What follows belongs to an exercise in optimizing a design on an open flow for small area, a short achievable clock period and few clock cycles; a production flow would make more cautious choices.
The RTL was checked by simulation tests, not by an equivalence proof against the original design.
Power and IR drop assume default switching activity.

### flow/config.mk
export PLATFORM = sky130hd
export DESIGN_NAME = stack_cpu
export DESIGN_NICKNAME = stack_cpu
export VERILOG_FILES = /design/flow/design.v
export SDC_FILE = /design/flow/constraint.sdc
export NUM_CORES = 4
export LEC_CHECK = 0
export ABC_CLOCK_PERIOD_IN_PS = 3500
export CAP_MARGIN = 20
export CORE_MARGIN = 2
export CORE_UTILIZATION = 40
export PLACE_DENSITY = 0.6
export SLEW_MARGIN = 20
### flow/design.v
`timescale 1ns / 1ps
module stack
(
	clk,
	we,      
	waddr,
	wdata,
	raddr,
	rdata
);
parameter CPU_BIT_WIDTH = 32;
parameter DEPTH = 14;
input clk;
input we;
input [3:0] waddr;
input [CPU_BIT_WIDTH-1:0] wdata;
input [3:0] raddr;
output [CPU_BIT_WIDTH-1:0] rdata;
reg [CPU_BIT_WIDTH-1:0] mem [0:DEPTH-1];
integer i;
always @(posedge clk) begin
	for (i = 0; i < DEPTH; i = i + 1)
		if (we && waddr == i) mem[i] <= wdata;
end
assign rdata = mem[raddr];
endmodule
`timescale 1ns / 1ps
module stack_cpu
(
	clk,  
	rst,  
	inst,  
	inst_ready,  
	inst_complete,  
	pc_next,  
	mem_we,  
	mem_addr,  
	mem_wdata,  
	mem_rdata  
);
input clk;
input rst;
input [31:0] inst;
input inst_ready;
output reg inst_complete;
output reg [31:0] pc_next;
output reg mem_we;
output reg [7:0] mem_addr;
output reg [31:0] mem_wdata;
input [31:0] mem_rdata;
localparam OP_SC = 5'd1, OP_SL = 5'd2, OP_SS = 5'd3, OP_SCMP = 5'd4,
           OP_SSLT = 5'd5, OP_JMP = 5'd6, OP_JZ = 5'd7, OP_JNZ = 5'd8,
           OP_SCALL = 5'd9, OP_SRTN = 5'd10, OP_SLAA = 5'd11, OP_ALLOC = 5'd12,
           OP_DEALLOC = 5'd13, OP_SADD = 5'd15, OP_SSUB = 5'd16, OP_SMULT = 5'd17;
reg COMPARE;
reg [31:0] next_open_mem;
reg [31:0] sframe1;  
reg x_push, x_slaa, x_sl, x_ss, x_cmp, x_lt, x_add, x_sub, x_mul, x_pop1, x_scall, x_srtn;
reg x_jmp, x_jz, x_jnz;  
reg x_jlate;  
reg [1:0] st;  
reg [3:0] argc;  
reg hit;  
reg [31:0] T, N;
reg tv, nv;
reg [3:0] top;  
wire arr_empty = (top == 4'd15);
wire [31:0] R;
wire two = x_ss || x_cmp || x_add || x_sub || x_mul || (x_srtn && st == 2'd0);
wire refill = two && !nv;
wire use_sub = x_sub || x_lt;
wire [31:0] alu_a = (x_slaa || x_scall) ? sframe1 : T;
wire [31:0] alu_b = x_slaa ? mem_wdata : x_scall ? 32'hffffffff : (N ^ {32{use_sub}});
wire [32:0] alu = {1'b0, alu_a} + {1'b0, alu_b} + {32'd0, use_sub || x_slaa};
wire t_lt_n = ~alu[32];
wire t_eq_n = (T == N);
wire t_fewer = (T[31:8] == 24'd0 && N[31:8] != 24'd0) || (T[31:16] == 16'd0 && N[31:16] != 16'd0) ||
               (T[31:24] == 8'd0 && N[31:24] != 8'd0);
wire mswap = x_mul && nv && st == 2'd0 && t_fewer;
wire mstep = x_mul && st != 2'd0;
wire [31:0] msum = mem_wdata + (T & {32{N[0]}}) + ({T[30:0], 1'b0} & {32{N[1]}});
wire mlast = (N[31:2] == 30'd0);
wire fin = inst_complete;
wire take = fin && inst_ready;
wire s_push = x_push;
wire s_setl = x_sl && fin;
wire s_keep = (x_add || x_sub) && nv || x_mul && mstep && mlast;
wire s_pop2 = (x_ss || x_cmp) && nv || x_srtn && st == 2'd0 && nv;
wire s_pop1 = x_pop1 && st == 2'd0 || x_scall && !fin || x_srtn && st == 2'd1;
wire s_setf = x_scall && fin;
wire s_shift = mstep && !mlast;
wire arr_we = s_push && tv && nv && !rst;
wire [3:0] arr_waddr = top + 4'd1;
stack cpu_stack(
	.clk(clk),
	.we(arr_we),
	.waddr(arr_waddr),
	.wdata(N),
	.raddr(top),
	.rdata(R)
);
reg [31:0] t_next;
always @(*) begin
	t_next = T;
	if (s_push) t_next = x_slaa ? alu[31:0] : mem_wdata;
	else if (s_setl) t_next = mem_rdata;
	else if (s_keep) t_next = (x_mul ? msum : alu[31:0]);
	else if (s_pop1) t_next = nv ? N : R;
	else if (s_pop2) t_next = R;
	else if (s_setf) t_next = alu[31:0];
	else if (mswap) t_next = N;
	else if (s_shift) t_next = {T[29:0], 2'b0};
end
wire late = !(x_push && !x_slaa);
reg [31:0] n_next;
always @(*) begin
	n_next = N;
	if (s_push || mswap) n_next = T;
	else if (s_pop1 && nv || s_keep || refill) n_next = R;
	else if (s_shift) n_next = {2'b0, N[31:2]};
end
wire c_next = (x_cmp && nv) ? (x_lt ? t_lt_n : t_eq_n) : COMPARE;
wire [31:0] no_inc = next_open_mem + 32'd1;
reg [31:0] no_next;
always @(*) begin
	no_next = next_open_mem;
	if (x_ss && nv && (T >= next_open_mem)) no_next = T + 32'd1;
	else if (x_scall) no_next = no_inc;
	else if (x_srtn && st == 2'd0 && nv) no_next = N;
end
wire [4:0] iop = inst[31:27];
wire i_push = (iop == OP_SC) || (iop == OP_SLAA) || (iop == OP_ALLOC);
wire i_jump = (iop == OP_JMP) || (iop == OP_JZ) || (iop == OP_JNZ);
wire jump = (iop == OP_JMP) || (iop == OP_JZ && !COMPARE) || (iop == OP_JNZ && COMPARE);
wire jtaken = x_jmp || x_jz && !COMPARE || x_jnz && COMPARE;
wire [31:0] pc_inc = pc_next + 32'd1;
wire i_slaa = (iop == OP_SLAA);
wire [31:0] i_val = (iop == OP_ALLOC) ? 32'd0 : {5'd0, inst[26:0]};
wire [7:0] i_addr = i_slaa ? sframe1[7:0] + inst[7:0] + 8'd1 : (iop == OP_ALLOC) ? 8'd0 : inst[7:0];
reg m_we;
reg [7:0] m_addr;
reg [31:0] m_wdata;
always @(*) begin
	m_we = 1'b0;
	m_addr = t_next[7:0];
	m_wdata = n_next;
	if (take) begin
		if (iop == OP_SS && nv_next) m_we = 1'b1;
		else if (iop == OP_SCALL) begin m_we = 1'b1; m_addr = no_next[7:0]; m_wdata = pc_inc; end
		else if (i_push) begin m_addr = i_addr; m_wdata = i_val; end
		else if ((iop == OP_JMP) || (iop == OP_JZ) || (iop == OP_JNZ) || (iop == OP_DEALLOC) || (iop == OP_SRTN)) m_addr = n_next[7:0];
	end
	else if (!fin) begin
		if (x_ss) m_we = 1'b1;
		else if (x_scall) begin
			m_we = 1'b1; m_addr = no_next[7:0]; m_wdata = nv ? N : R;
		end
		else if (x_srtn) m_addr = n_next[7:0];
		else if (x_mul) m_wdata = 32'd0;
	end
end
reg tv_next, nv_next;
reg [3:0] top_next;
always @(*) begin
	tv_next = tv; nv_next = nv; top_next = top;
	if (s_push) begin
		tv_next = 1'b1;
		if (tv) begin
			nv_next = 1'b1;
			if (nv) top_next = top + 4'd1;
		end
	end
	else if (s_pop1) begin
		if (!arr_empty) top_next = top - 4'd1;
		else if (nv) nv_next = 1'b0;
		else tv_next = 1'b0;
	end
	else if (s_keep) begin
		if (!arr_empty) top_next = top - 4'd1;
		else nv_next = 1'b0;
	end
	else if (s_pop2) begin
		nv_next = 1'b0;
		if (!arr_empty) top_next = top - 4'd1;
		else tv_next = 1'b0;
	end
	else if (refill) begin
		nv_next = 1'b1;
		if (!arr_empty) top_next = top - 4'd1;
	end
end
reg [7:0] t_lo;
always @(*) begin
	t_lo = T[7:0];
	if (s_push) t_lo = x_slaa ? alu[7:0] : mem_wdata[7:0];
	else if (s_keep) t_lo = (x_mul ? msum[7:0] : alu[7:0]);
	else if (s_pop1) t_lo = nv ? N[7:0] : R[7:0];
	else if (s_pop2) t_lo = R[7:0];
	else if (s_setf) t_lo = alu[7:0];
	else if (mswap) t_lo = N[7:0];
	else if (s_shift) t_lo = {T[5:0], 2'b0};
end
wire hit_next = !mem_we && !s_setl && (mem_addr == t_lo);
wire [1:0] st_next = fin ? 2'd0 : refill ? st : (st == 2'd2) ? 2'd2 : st + 2'd1;
wire [3:0] argc_next = (x_scall && st == 2'd1) ? T[3:0] - 4'd1 : argc - 4'd1;
reg n_push, n_slaa, n_sl, n_ss, n_cmp, n_lt, n_add, n_sub, n_mul, n_pop1, n_scall, n_srtn, n_jmp, n_jz, n_jnz, n_jlate;
always @(*) begin
	{n_push, n_slaa, n_sl, n_ss, n_cmp, n_lt, n_add, n_sub, n_mul, n_pop1, n_scall, n_srtn, n_jmp, n_jz, n_jnz, n_jlate} = 16'd0;
	if (take) begin
		n_push = i_push;
		n_slaa = i_slaa;
		n_sl = (iop == OP_SL);
		n_ss = (iop == OP_SS);
		n_cmp = (iop == OP_SCMP) || (iop == OP_SSLT);
		n_lt = (iop == OP_SSLT);
		n_add = (iop == OP_SADD);
		n_sub = (iop == OP_SSUB);
		n_mul = (iop == OP_SMULT);
		n_pop1 = (iop == OP_JMP) || (iop == OP_JZ) || (iop == OP_JNZ) || (iop == OP_DEALLOC);
		n_scall = (iop == OP_SCALL);
		n_srtn = (iop == OP_SRTN);
		n_jmp = (iop == OP_JMP);
		n_jz = (iop == OP_JZ);
		n_jnz = (iop == OP_JNZ);
		n_jlate = i_jump && late;
	end
	else if (!fin) {n_push, n_slaa, n_sl, n_ss, n_cmp, n_lt, n_add, n_sub, n_mul, n_pop1, n_scall, n_srtn, n_jmp, n_jz, n_jnz, n_jlate} =
		{x_push, x_slaa, x_sl, x_ss, x_cmp, x_lt, x_add, x_sub, x_mul, x_pop1, x_scall, x_srtn, x_jmp, x_jz, x_jnz, x_jlate};
end
wire fin_next = n_sl ? (hit_next || st_next == 2'd1) :
                (n_ss || n_cmp || n_add || n_sub) ? nv_next :
                n_mul ? (st_next != 2'd0 && n_next[31:2] == 30'd0) :
                n_scall ? ((st_next == 2'd1) ? ((nv ? N[3:0] : R[3:0]) == 4'd0) : (st_next == 2'd2) ? (argc_next == 4'd0) : 1'b0) :
                n_srtn ? (st_next == 2'd2) :
                n_jlate ? (st_next != 2'd0) : 1'b1;
always @(posedge clk) begin
	if (rst) begin
		pc_next <= 32'd0;
		{x_push, x_slaa, x_sl, x_ss, x_cmp, x_lt, x_add, x_sub, x_mul, x_pop1, x_scall, x_srtn, x_jmp, x_jz, x_jnz, x_jlate} <= 16'd0;
		st <= 2'd0;
		COMPARE <= 1'b0;
		next_open_mem <= 32'd0;
		sframe1 <= 32'd1;
		tv <= 1'b0;
		nv <= 1'b0;
		top <= 4'd15;
		mem_we <= 1'b0;
		hit <= 1'b0;
		inst_complete <= 1'b1;
	end
	else begin
		if (take) begin
			if (!(i_jump && late) && iop != OP_SCALL) pc_next <= jump ? mem_wdata : pc_inc;
		end
		else if (x_jlate && st == 2'd0) pc_next <= jtaken ? T : pc_inc;
		else if (x_scall && st == 2'd0) pc_next <= T;
		{x_push, x_slaa, x_sl, x_ss, x_cmp, x_lt, x_add, x_sub, x_mul, x_pop1, x_scall, x_srtn, x_jmp, x_jz, x_jnz, x_jlate} <=
			{n_push, n_slaa, n_sl, n_ss, n_cmp, n_lt, n_add, n_sub, n_mul, n_pop1, n_scall, n_srtn, n_jmp, n_jz, n_jnz, n_jlate};
		st <= st_next;
		inst_complete <= fin_next;
		argc <= argc_next;
		COMPARE <= c_next;
		T <= t_next;
		N <= n_next;
		tv <= tv_next;
		nv <= nv_next;
		top <= top_next;
		next_open_mem <= no_next;
		if (x_scall && st == 2'd0) sframe1 <= no_inc;
		if (x_srtn && st == 2'd1) begin
			pc_next <= mem_rdata;
			sframe1 <= T + 32'd1;
		end
		hit <= hit_next;
		mem_we <= m_we;
		mem_addr <= m_addr;
		mem_wdata <= (x_mul && st != 2'd0 && !fin) ? msum : m_wdata;
	end
end
endmodule
### flow/flow/run.sh
#!/bin/bash
set -euo pipefail
bash standard.sh SETUP_SLACK_MARGIN=9 TNS_END_PERCENT=0 MATCH_CELL_FOOTPRINT=0 \
  'BUFFER_PORTS_ARGS=-buffer_cell sky130_fd_sc_hd__buf_4' finish > standard.log 2>&1
### flow/standard.sh
#!/bin/bash
# synth_recipe.tcl (not shown) runs the flow's synth.tcl, then flattens the netlist and writes it again
# the make line also repeats each setting of config.mk as NAME=value (left out here)
make -C /OpenROAD-flow-scripts/flow DESIGN_CONFIG=/design/flow/config.mk WORK_HOME=/design/flow/orfs CLKGATE_MAP_FILE= SYNTH_SCRIPT=/design/flow/synth_recipe.tcl "${@:-finish}"
### flow/constraint.sdc
create_clock -name core_clock -period 12.0 [get_ports {clk}]
set_input_delay 2.4000 -clock core_clock [delete_from_list [all_inputs] [get_ports {clk}]]
set_output_delay 2.4000 -clock core_clock [all_outputs]
set_load 0.01 [all_outputs]
==> out/qor.yml, run 1 <==
synth_enable_flop_cells: 556
fmax_mhz: 226
max-vdd-ir-drop_v: 0.000106
dr.pass1.iters: 8
status: "complete, no violations"
grt_pass1_wl_mm: 264
avgSynthCellArea_sq_um: 9.81
synth.cell_area_sq_mm: 0.0428
die_h_microns: 331
ctsHtreeMaxLevel: 3
grt_max_degree: 77
ctsLongestPathBuffers: 3
period_needed_ps: 4430
grt_antenna_before_repair: 5
timing.final.hold_violations: 0
avgViaCountPerCell: 6.61
p_per_area_mw_per_mm2: 135
grt_use_total_pct: 33.2
rows: 119
synthCells: 4360
insertion_delay_ps: 700
synth_seq_cells: 679
worstPathMaxFanout: 18
ys_seq_area_share_pct: 44.8
vias: 39100
drcViolationCount: 0
finClkSkew_ps: 44.0
rsz0062_at_grt: "yes"
clock-root-buffer: "clkbuf_16"
worstMarginPinSlew_ps: 1200
nets: 4674
synth.distinct_cells: 102
clock-sinks: 679
final_antenna_net_count: 0
nFillCells: 9894
cts_buffers: 78
end_kind: "flip-flop"
wl_per_cell_microns: 31.7
tns_ps: 0
grt_pass1_vias: 36500
final.period_utilization_pct: 36.9
overflow: 0
dieWidth_microns: 331
cts_tree: "yes"
io_pins: 141
hp-class: "reg -> reg"
coreArea_sq_mm: 0.106
io_buffers: 140
critical_path_arrival_ps: 5020
r2r_slack_ps: 7570
yosys_warnings: 3
ys.flop_type: "edfxtp_1"
critical_path_class: "reg -> reg"
cts.clk_slew.worst_paths_ps: 70
cap_violations: 0
start_util_pct: 40.5
gp_routability_congestion: 1.02
syn2layout_area_growth_pct: 17.1
slew_headroom_pct: 19.0
setup_viol_count_final: 0
p_leak_uw: 0.0176
async_flop_share_pct: 0
crit_required_ps: 12590
synth_nets: 4578
hold_ws_ps: 506
wirelength_mm: 187
post-dp-hpwl_mm: 123
worstSetupStartpointType: "flip-flop"
drt_iter0_markers: 5236
dieArea_sq_mm: 0.110
drive_above_1_share_pct: 17.6
slew_violations: 0
-- layout make-up --
class / count / area (sq um) / share of cell area [%]
Antenna cell: 3 / 7.51 / 0.0150
Clock buffer: 105 / 2260 / 4.52
Clock inverter: 40 / 494 / 0.987
Inverter: 96 / 379 / 0.757
Multi-Input combinational cell: 3229 / 22800 / 45.5
Sequential cell: 679 / 19200 / 38.3
Tap cell: 1391 / 1740 / 3.48
Timing Repair Buffer: 372 / 3250 / 6.49
-- power breakdown --
group	internal, uW	total (uW)	switching (uW)
combinational	527	1430	899
clock	1530	2600	1070
sequential	2640	2750	114
-- logic make-up after synthesis --
group	count (synthesis)	share of synthesized area [%]
compound gates	1419	22.7
simple gates	1245	13.8
flops	679	44.8
buf+inv	455	4.54
xor+xnor	229	4.69
mux	182	4.47
fa+ha+maj	151	5.01
-- final timing paths --
path	from	end	cells past startpoint
max	T[17]	inst_complete	11
min	x_jnz	x_jnz	2
max reg2reg	T[17]	inst_complete	11
min reg2reg	x_jnz	x_jnz	2
-- state kept, by name (all words and copies together), names as in the netlist, 2 cells and up --
register,cells
N,32
T,32
argc,4
cpu_stack.mem,448
mem_addr,8
mem_wdata,32
next_open_mem,32
pc_next,32
sframe1,32
st,2
top,4
-- synth_stat cells (all sizes together) (62+ instances only) --
master / count / area [sq um]
edfxtp: 556 / 16700
xor2: 110 / 963
clkbuf: 213 / 801
buf: 146 / 780
and2: 102 / 641
o22ai: 67 / 419
a21oi: 327 / 1650
mux2: 74 / 833
inv: 95 / 357
xnor2: 119 / 1040
a211oi: 111 / 848
a21o: 62 / 465
nand3: 85 / 425
nor2: 419 / 1580
a22oi: 87 / 653
ha: 117 / 1460
dfxtp: 123 / 2460
nor3: 63 / 338
o211ai: 97 / 738
mux2i: 108 / 1080
o21ai: 228 / 1150
nand2: 345 / 1300
-- cells in the final DEF, fill, tap and decap left out, types with 20 or more instances in the layout --
master | Yosys | routed
clkbuf_16 | 0 | 96
and3_1 | 36 | 34
xor2_1 | 110 | 106
a311oi_1 | 20 | 20
fa_1 | 34 | 30
and2_1 | 100 | 95
mux2i_1 | 108 | 98
o21a_1 | 23 | 22
a22oi_1 | 87 | 84
a21o_1 | 62 | 62
buf_4 | 12 | 330
nor2_1 | 417 | 398
nor4_1 | 23 | 22
o21ai_0 | 220 | 210
a22o_1 | 35 | 34
nor2b_1 | 31 | 24
o211ai_1 | 95 | 95
nor3_1 | 61 | 57
edfxtp_1 | 556 | 556
a31oi_1 | 53 | 44
a222oi_1 | 23 | 23
a211oi_1 | 108 | 104
nand3_1 | 85 | 83
o221ai_1 | 25 | 22
a221oi_1 | 52 | 47
a2bb2oi_1 | 33 | 31
nand4_1 | 47 | 47
a21oi_1 | 324 | 310
xnor2_1 | 119 | 111
dfxtp_1 | 123 | 113
mux2_2 | 73 | 72
o22ai_1 | 67 | 65
inv_1 | 95 | 90
ha_1 | 117 | 108
nand2_1 | 344 | 342
-- per-stage QoR --
step | util [%] | instance area (sq um) | setup WS (ps) | total power [uW] | cells
finish | 47.4 | 50100 | 7570 | 6780 | 5915
global route | 47.4 | 50100 | 7570 | 6940 | 5912
CTS | 46.8 | 49400 | 7720 | 6680 | 5876
detailed placement | 42.8 | 45300 | 6210 | 4020 | 5658
global placement | 42.8 | 45300 | 6200 | 4010 | 5658
floorplan | - | 43000 | 7620 | 3540 | 4360
-- layer usage --
metal | share of wire (%) | wire [microns] | global-route usage (%)
met5 | 0.0096 | 18 | 0
met4 | 6.4 | 12000 | 17.5
met3 | 12 | 21600 | 7.91
met2 | 43 | 81400 | 50.2
met1 | 39 | 72300 | 44.0
-- worst max-delay path: stages, from the launching register on --
cell and delay [ps]:
edfxtp_1 570, buf_4 290, or4_1 540, o211ai_2 400, o211a_4 470, nand2_1 220
o32ai_1 270, a2111oi_0 100, nor4_1 770, o31ai_1 250, xor2_1 200, o31ai_1 240
-- repair_timing --
item / in CTS / in global routing
setup endpoints to repair: 813 / 840
cloned: 13 / 1
hold endpoints to repair: 0 / 0
hold buffers: 0 / 0
setup buffers: 60 / 35
resized for setup: 153 / 53
pin swaps: 40 / 19
Testbench counts, summed over its fixed seeds: cycles 22,589.
==> run 2: changes to the inputs <==
--- a/flow/config.mk
+++ b/flow/config.mk
@@ -9,5 +9,5 @@
 export CAP_MARGIN = 20
 export CORE_MARGIN = 2
-export CORE_UTILIZATION = 40
-export PLACE_DENSITY = 0.6
+export CORE_UTILIZATION = 45
+export PLACE_DENSITY = 0.62
 export SLEW_MARGIN = 20
==> run 2 against run 1 <==
- largest cell class unchanged
- clock skew is 17 ps lower
- non-clock buffer count is 13 higher
- clock-buffer cell count is 3 lower
- sequential share of layout area is 0.082 points higher
- fmax is 2.7% higher
- routed wire length is 1.1% lower
- first-iteration DRC count is 12% higher
- synthesized cell count stayed put
- core utilization is 5.5 points higher
- critical path depth is 2 higher
- sequential cell count stayed put
- critical endpoint unchanged
==> out/qor.yml, run 2 <==
status: "complete, no violations"
slowest_delay_ps: 440
wl_per_cell_microns: 31.9
clock_power_share_pct: 37.3
post-dp-hpwl_mm: 122
fmax_mhz: 232
intPower_uw: 4590
hold_end: "x_jnz"
synth.distinct_cells: 102
worstHoldStart: "x_jnz"
vias: 39400
fin_ws_ps: 7690
final_cell_mix: "edfxtp_1, nor2_1, buf_4, nand2_1, a21oi_1"
insertion_delay_ps: 670
cp_slowest_cell: "nor4_4"
period_needed_ps: 4310
hold_depth: 2
worst_r2r_path_depth: 18
share_comb_of_total_power_pct: 21.5
p_sw_share_pct: 30.8
r2r-end: "T[31]"
regToRegStartpoint: "N[0]"
syn2layout_area_growth_pct: 16.9
setup_viol_count_final: 0
worstSetupStartpointType: "input pin"
async_flop_share_pct: 0
dieArea_sq_mm: 0.0976
synth_top_area_share_pct: 39.0
hold_ws_ps: 491
final_antenna_net_count: 0
cts.clk_slew.worst_paths_ps: 60
p_leak_uw: 0.0175
synth_area_leaders: "edfxtp_1, dfxtp_1, a21oi_1"
largest_reg_flops: 448
ys.flop_type: "edfxtp_1"
grt_antenna_before_repair: 7
tns_ps: 0
yosys_warnings: 3
grt_pass1_wl_mm: 263
cp_common_cell: "and4_4"
ys_seq_area_share_pct: 44.8
nets: 4687
synth_seq_cells: 679
layout_commonest_cell: "edfxtp_1"
cts_buffers: 78
die_h_microns: 312
dpl-instance-area_sq_mm: 0.0452
timing.final.hold_violations: 0
cts_tree: "yes"
avgSynthCellArea_sq_um: 9.81
io_pins: 141
synth.cell_area_sq_mm: 0.0428
regMostFlops: "cpu_stack.mem"
crit_required_ps: 12580
seq_power_share_pct: 41.2
overflow: 0
hp-class: "reg -> reg"
yosysTopAreaCell: "edfxtp_1"
avgViaCountPerCell: 6.79
grt_max_degree: 77
dieWidth_microns: 312
rsz0062_at_grt: "yes"
slew_headroom_pct: 23.8
synth_common_cells: "edfxtp_1, nor2_1, nand2_1, a21oi_1, o21ai_0"
critPathBufInv: 2
worstPathMaxFanout: 6
yosysMostFrequentCell: "edfxtp_1"
synthCells: 4360
switchingPower_uw: 2050
dr.pass1.iters: 8
critical_path_class: "in -> reg"
end_kind: "flip-flop"
critical_path_arrival_ps: 4890
cp_num_cells: 13
finClkSkew_ps: 26.8
io_buffers: 140
worstMarginPinSlew_ps: 1140
ctsHtreeMaxLevel: 3
max-vdd-ir-drop_v: 0.000133
cp_top_family: "simple AND/OR/NAND/NOR gates"
start_util_pct: 45.2
synth_nets: 4578
path_cells: "buf_4 -> and2_4 -> buf_12 -> and3_4 -> nor2b_1 -> a21oi_1 -> and4_4 -> nand3_4 -> nor4_4 -> and3_1 -> and4_4 -> o41ai_2 -> o31ai_2"
drive_above_1_share_pct: 18.1
cap_violations: 0
clock-root-buffer: "clkbuf_16"
grt_use_total_pct: 36.8
pre_cts_slack_ps: 6210
rows: 113
grt_pass1_vias: 37400
nFillCells: 8509
gp_routability_congestion: 1.04
r2r_slack_ps: 7740
synth_enable_flop_cells: 556
drcViolationCount: 0
wirelength_mm: 185
slew_violations: 0
final.period_utilization_pct: 35.9
p_per_area_mw_per_mm2: 133
ctsLongestPathBuffers: 3
clock-sinks: 679
final_design_area_no_fill_sq_mm: 0.0500
coreArea_sq_mm: 0.0946
drt_iter0_markers: 5868
==> run 2: cell counts after synthesis <==
Identical to the previous run, type by type.
==> run 2: cells by family after synthesis <==
group	after synthesis	share of synthesized area [%]
xor gates and xnor gates	229	4.69
buffers and inverters	455	4.54
AOI/OAI and AO/OA	1419	22.7
and+or+nand+nor	1245	13.8
DFF	679	44.8
adders and majority gates	151	5.01
muxes	182	4.47
==> run 2: metal layers <==
| metal | vias to the layer above | wire length (microns) | global-route usage [%] |
|---|---|---|---|
| li1 | 16800 | - | - |
| met1 | 19100 | 70300 | 48.5 |
| met2 | 2848 | 79500 | 55.4 |
| met3 | 623 | 23800 | 9.89 |
| met4 | 6 | 11500 | 19.5 |
| met5 | - | 38 | 0 |
==> run 2: timing repair <==
item | CTS | global route
setup buffers | 75 | 22
gates resized for setup | 186 | 62
hold buffers | 0 | 0
gates cloned | 10 | 1
setup endpoints to repair | 846 | 848
pin swaps | 46 | 27
==> run 2: worst min-delay path: stages (launching register included) <==
cell and delay, ps:
dfxtp_1 330, a32oi_1 50, nor2_1 70
==> run 2: per-stage QoR <==
stage | power [uW] | cells | util, %
3_5_place_dp | 4010 | 5546 | 47.8
6_report | 6640 | 5800 | 52.9
3_3_place_gp | 4010 | 5546 | 47.8
4_1_cts | 6560 | 5774 | 52.3
2_1_floorplan | 3540 | 4360 | -
5_1_grt | 6810 | 5797 | 52.9
==> run 2: worst max path at each step <==
stage,slack (ps),startpoint,endpoint
floorplan,7620,inst[0],mem_addr[6]
global placement,6210,inst_ready,inst_complete
detailed placement,6210,inst_ready,inst_complete
CTS,7800,N[0],T[24]
global route,7640,top[1],mem_addr[0]
finish,7690,inst_ready,inst_complete
==> run 2: cell type report <==
| class | instances | area (sq um) | share of cell area, % |
|---|---|---|---|
| Tap cell | 1265 | 1580 | 3.17 |
| Clock buffer | 102 | 2150 | 4.31 |
| Antenna cell | 3 | 7.51 | 0.0150 |
| Sequential cell | 679 | 19200 | 38.4 |
| Clock inverter | 41 | 455 | 0.911 |
| Timing Repair Buffer | 385 | 3290 | 6.58 |
| Multi-Input combinational cell | 3228 | 22900 | 45.9 |
| Timing Repair inverter | 1 | 7.51 | 0.0150 |
| Inverter | 96 | 383 | 0.766 |
==> run 2: power by group through the flow <==
| stage | clock network [uW] | registers, uW | logic [uW] |
|---|---|---|---|
| finish | 2480 | 2740 | 1430 |
| global route | 2570 | 2740 | 1500 |
| CTS | 2480 | 2730 | 1340 |
| detailed placement | 0 | 2800 | 1210 |
| global placement | 0 | 2800 | 1210 |
| floorplan | 0 | 2770 | 773 |
==> run 3: changes to the inputs <==
--- a/flow/design.v
+++ b/flow/design.v
@@ -157,5 +157,5 @@
 		end
 		else if (x_srtn) m_addr = n_next[7:0];
-		else if (x_mul) m_wdata = 32'd0;
+		else if (x_mul) m_wdata = (st == 2'd0) ? 32'd0 : msum;
 	end
 end
@@ -275,5 +275,5 @@
 		mem_we <= m_we;
 		mem_addr <= m_addr;
-		mem_wdata <= (x_mul && st != 2'd0 && !fin) ? msum : m_wdata;
+		mem_wdata <= m_wdata;
 	end
 end
==> flow/flow/run.sh (replaced) <==
#!/bin/bash
set -euo pipefail
bash standard.sh SETUP_SLACK_MARGIN=8.5 TNS_END_PERCENT=0 MATCH_CELL_FOOTPRINT=0 \
  'BUFFER_PORTS_ARGS=-buffer_cell sky130_fd_sc_hd__buf_4' finish > standard.log 2>&1
--- a/flow/config.mk
+++ b/flow/config.mk
@@ -9,5 +9,5 @@
 export CAP_MARGIN = 20
 export CORE_MARGIN = 2
-export CORE_UTILIZATION = 45
-export PLACE_DENSITY = 0.62
+export CORE_UTILIZATION = 40
+export PLACE_DENSITY = 0.6
 export SLEW_MARGIN = 20
==> run 3 against run 2 <==
- still clean
- final cell count up 3.0%
- design area up 0.43%
- via count up 0.33%
- clock skew up 2.2 ps
- worst hold slack worse by 16 ps
- sequential power about the same
- combinational power up 3%
- register-to-register slack worse by 280 ps
- critical path depth unchanged
- power up 1.5%
- sequential share of layout area down 0.18 points
- non-clock buffer count up 43
==> out/qor.yml, run 3 <==
wl_per_cell_microns: 32.1
die_h_microns: 329
slew_violations: 0
hold_end: "x_jz"
overflow: 0
period_needed_ps: 4540
max-vdd-ir-drop_v: 0.000115
worst_r2r_path_depth: 13
cts.clk_slew.worst_paths_ps: 60
synth.distinct_cells: 97
avgSynthCellArea_sq_um: 9.72
synth_enable_flop_cells: 556
synthCells: 4355
hold_ws_ps: 475
ctsHtreeMaxLevel: 3
worstMarginPinSlew_ps: 1250
rows: 119
ctsLongestPathBuffers: 3
status: "complete, no violations"
dieWidth_microns: 329
tns_ps: 0
critical_path_arrival_ps: 4980
nets: 4733
regMostFlops: "cpu_stack.mem"
grt_use_total_pct: 34.5
drive_above_1_share_pct: 18.2
fmax_mhz: 220
r2r_slack_ps: 7460
start_util_pct: 40.3
yosysTopAreaCell: "edfxtp_1"
grt_max_degree: 63
gp_routability_congestion: 1.02
yosysMostFrequentCell: "edfxtp_1"
io_buffers: 140
final.period_utilization_pct: 37.8
grt_pass1_vias: 37000
timing.final.hold_violations: 0
vias: 39500
dieArea_sq_mm: 0.108
p_leak_uw: 0.0174
worstHoldStart: "x_jz"
clock-root-buffer: "clkbuf_16"
drt_iter0_markers: 5897
critical_path_class: "reg -> reg"
finClkSkew_ps: 29.0
syn2layout_area_growth_pct: 18.7
coreArea_sq_mm: 0.105
grt_antenna_before_repair: 7
ys_seq_area_share_pct: 45.3
synth_common_cells: "edfxtp_1, nor2_1, nand2_1, a21oi_1, clkbuf_1"
cap_violations: 0
synth_area_leaders: "edfxtp_1, dfxtp_1, nor2_1"
regToRegStartpoint: "N[17]"
ys.flop_type: "edfxtp_1"
synth_top_area_share_pct: 39.5
largest_reg_flops: 448
rsz0062_at_grt: "yes"
io_pins: 141
yosys_warnings: 3
layout_commonest_cell: "edfxtp_1"
worstPathMaxFanout: 27
worstSetupStartpointType: "flip-flop"
grt_pass1_wl_mm: 270
drcViolationCount: 0
p_per_area_mw_per_mm2: 134
dr.pass1.iters: 6
async_flop_share_pct: 0
cts_buffers: 78
final_antenna_net_count: 0
synth.cell_area_sq_mm: 0.0423
synth_nets: 4572
crit_required_ps: 12440
clock-sinks: 679
cts_tree: "yes"
hp-class: "reg -> reg"
setup_viol_count_final: 0
r2r-end: "mem_addr[5]"
end_kind: "flip-flop"
post-dp-hpwl_mm: 127
cp-startpoint: "N[17]"
slew_headroom_pct: 15.9
synth_seq_cells: 679
final_cell_mix: "edfxtp_1, nor2_1, buf_4, nand2_1, a21oi_1"
hold_depth: 2
insertion_delay_ps: 680
wirelength_mm: 192
avgViaCountPerCell: 6.62
run 3: cell count changes in the layout (fill, tap and decap cells not counted), sizes merged, moves of 20 or more:
| cell | delta |
|---|---|
| xnor2 | +27 |
| nand2 | +39 |
| o211ai | -62 |
| buf | +39 |
| nor3 | +22 |
| xor2 | -29 |
| a21o | -20 |
| o21ai | +42 |
run 3: cells by family after synthesis:
kind of cell	after synthesis	share of synthesized area (%)
flops	679	45.3
compound gates	1391	22.5
fa+ha+maj	150	5.04
simple gates	1316	14.6
xor+xnor	227	4.70
buf+inv	436	4.09
mux	156	3.88
run 3: final cells by class:
class / count / area, sq um
Tap cell: 1391 / 1740
Multi-Input combinational cell: 3241 / 22600
Fill cell: 9867 / 54900
Sequential cell: 679 / 19200
Clock inverter: 43 / 526
Antenna cell: 3 / 7.51
Clock buffer: 99 / 2150
Timing Repair Buffer: 428 / 3650
Inverter: 88 / 349
run 3: critical path: stages, from the launching register on:
cell	delay, ps
edfxtp_1	360
buf_4	270
nor4_2	450
nand4_1	460
o32ai_4	420
buf_4	480
nor2_1	330
o21ai_0	200
a31oi_1	180
o31ai_1	540
a21o_1	200
a221oi_1	100
a22oi_1	230
nand2_1	60
run 3: report_power, final:
group	total [uW]	switching [uW]	internal [uW]
clock	2540	1060	1480
sequential	2730	93.7	2630
combinational	1470	930	539
run 3: what timing repair did:
action / in CTS / in global routing
resized for setup: 193 / 31
setup endpoints to repair: 775 / 731
pin swaps: 49 / 15
hold buffers: 0 / 0
cloned: 11 / 1
buffers inserted: 96 / 13
run 3: layer usage:
metal | wire [microns] | up-vias | global-route usage, %
met4 | 13200 | 0 | 19.2
met5 | 0 | - | 0
met2 | 82200 | 2846 | 51.9
met3 | 23100 | 648 | 8.98
li1 | - | 16800 | -
met1 | 73400 | 19200 | 45.2
run 3: worst max path at each step:
stage	end	slack [ps]	cells after the start
floorplan	mem_addr[6]	7570	15
global placement	inst_complete	6300	13
detailed placement	inst_complete	6240	13
CTS	T[31]	7710	19
global route	T[22]	7490	20
finish	mem_addr[5]	7460	13
run 3: metrics by stage:
step	utilization (%)	instance area, sq um	setup WS, ps	power, uW	instances
finish	47.8	50200	7460	6740	5972
global route	47.8	50200	7490	6900	5969
CTS	47.5	49900	7710	6660	5955
detailed placement	43.1	45300	6240	4020	5706
global placement	43.1	45300	6300	4020	5706
floorplan	-	42500	7570	3510	4355
Testbench counts of run 3, summed over its fixed seeds: cycles 22,589.

static timing again, ports no longer ideal:
The results above use ideal ports. As a check the final layouts listed here were re-extracted and re-timed, cells and wires unchanged.
Step 1: set_driving_cell puts a clkbuf_16 on clk and a buf_2 on each other input, an assumption about the parent block.
Step 2 times the ports against the registers' clock, not the clock port: input delays grow and output delays shrink by t, the midpoint of the rising clock arrivals with the driver on.
Slacks: ideal ports / drivers / drivers and shift; pairs: ideal ports / drivers.
| run | shift t [ns] | setup WS [ns] | worst setup path at the end | worst register clock-pin slew, ns | cell pins on the clock port's net |
|---|---|---|---|---|---|
| run 1 | 0.750 | 7.573 / 7.573 / 7.014 | input to register | 0.07 / 0.07 | 1 |
| run 2 | 0.734 | 7.690 / 7.743 / 7.010 | input to register | 0.07 / 0.07 | 1 |
| run 3 | 0.750 | 7.460 / 7.460 / 6.886 | input to register | 0.07 / 0.07 | 1 |
After both steps every run listed still meets setup and hold. The setup slack of run 2, which loses most, moves by +0.053 ns with the drivers and by -0.680 ns with both steps.
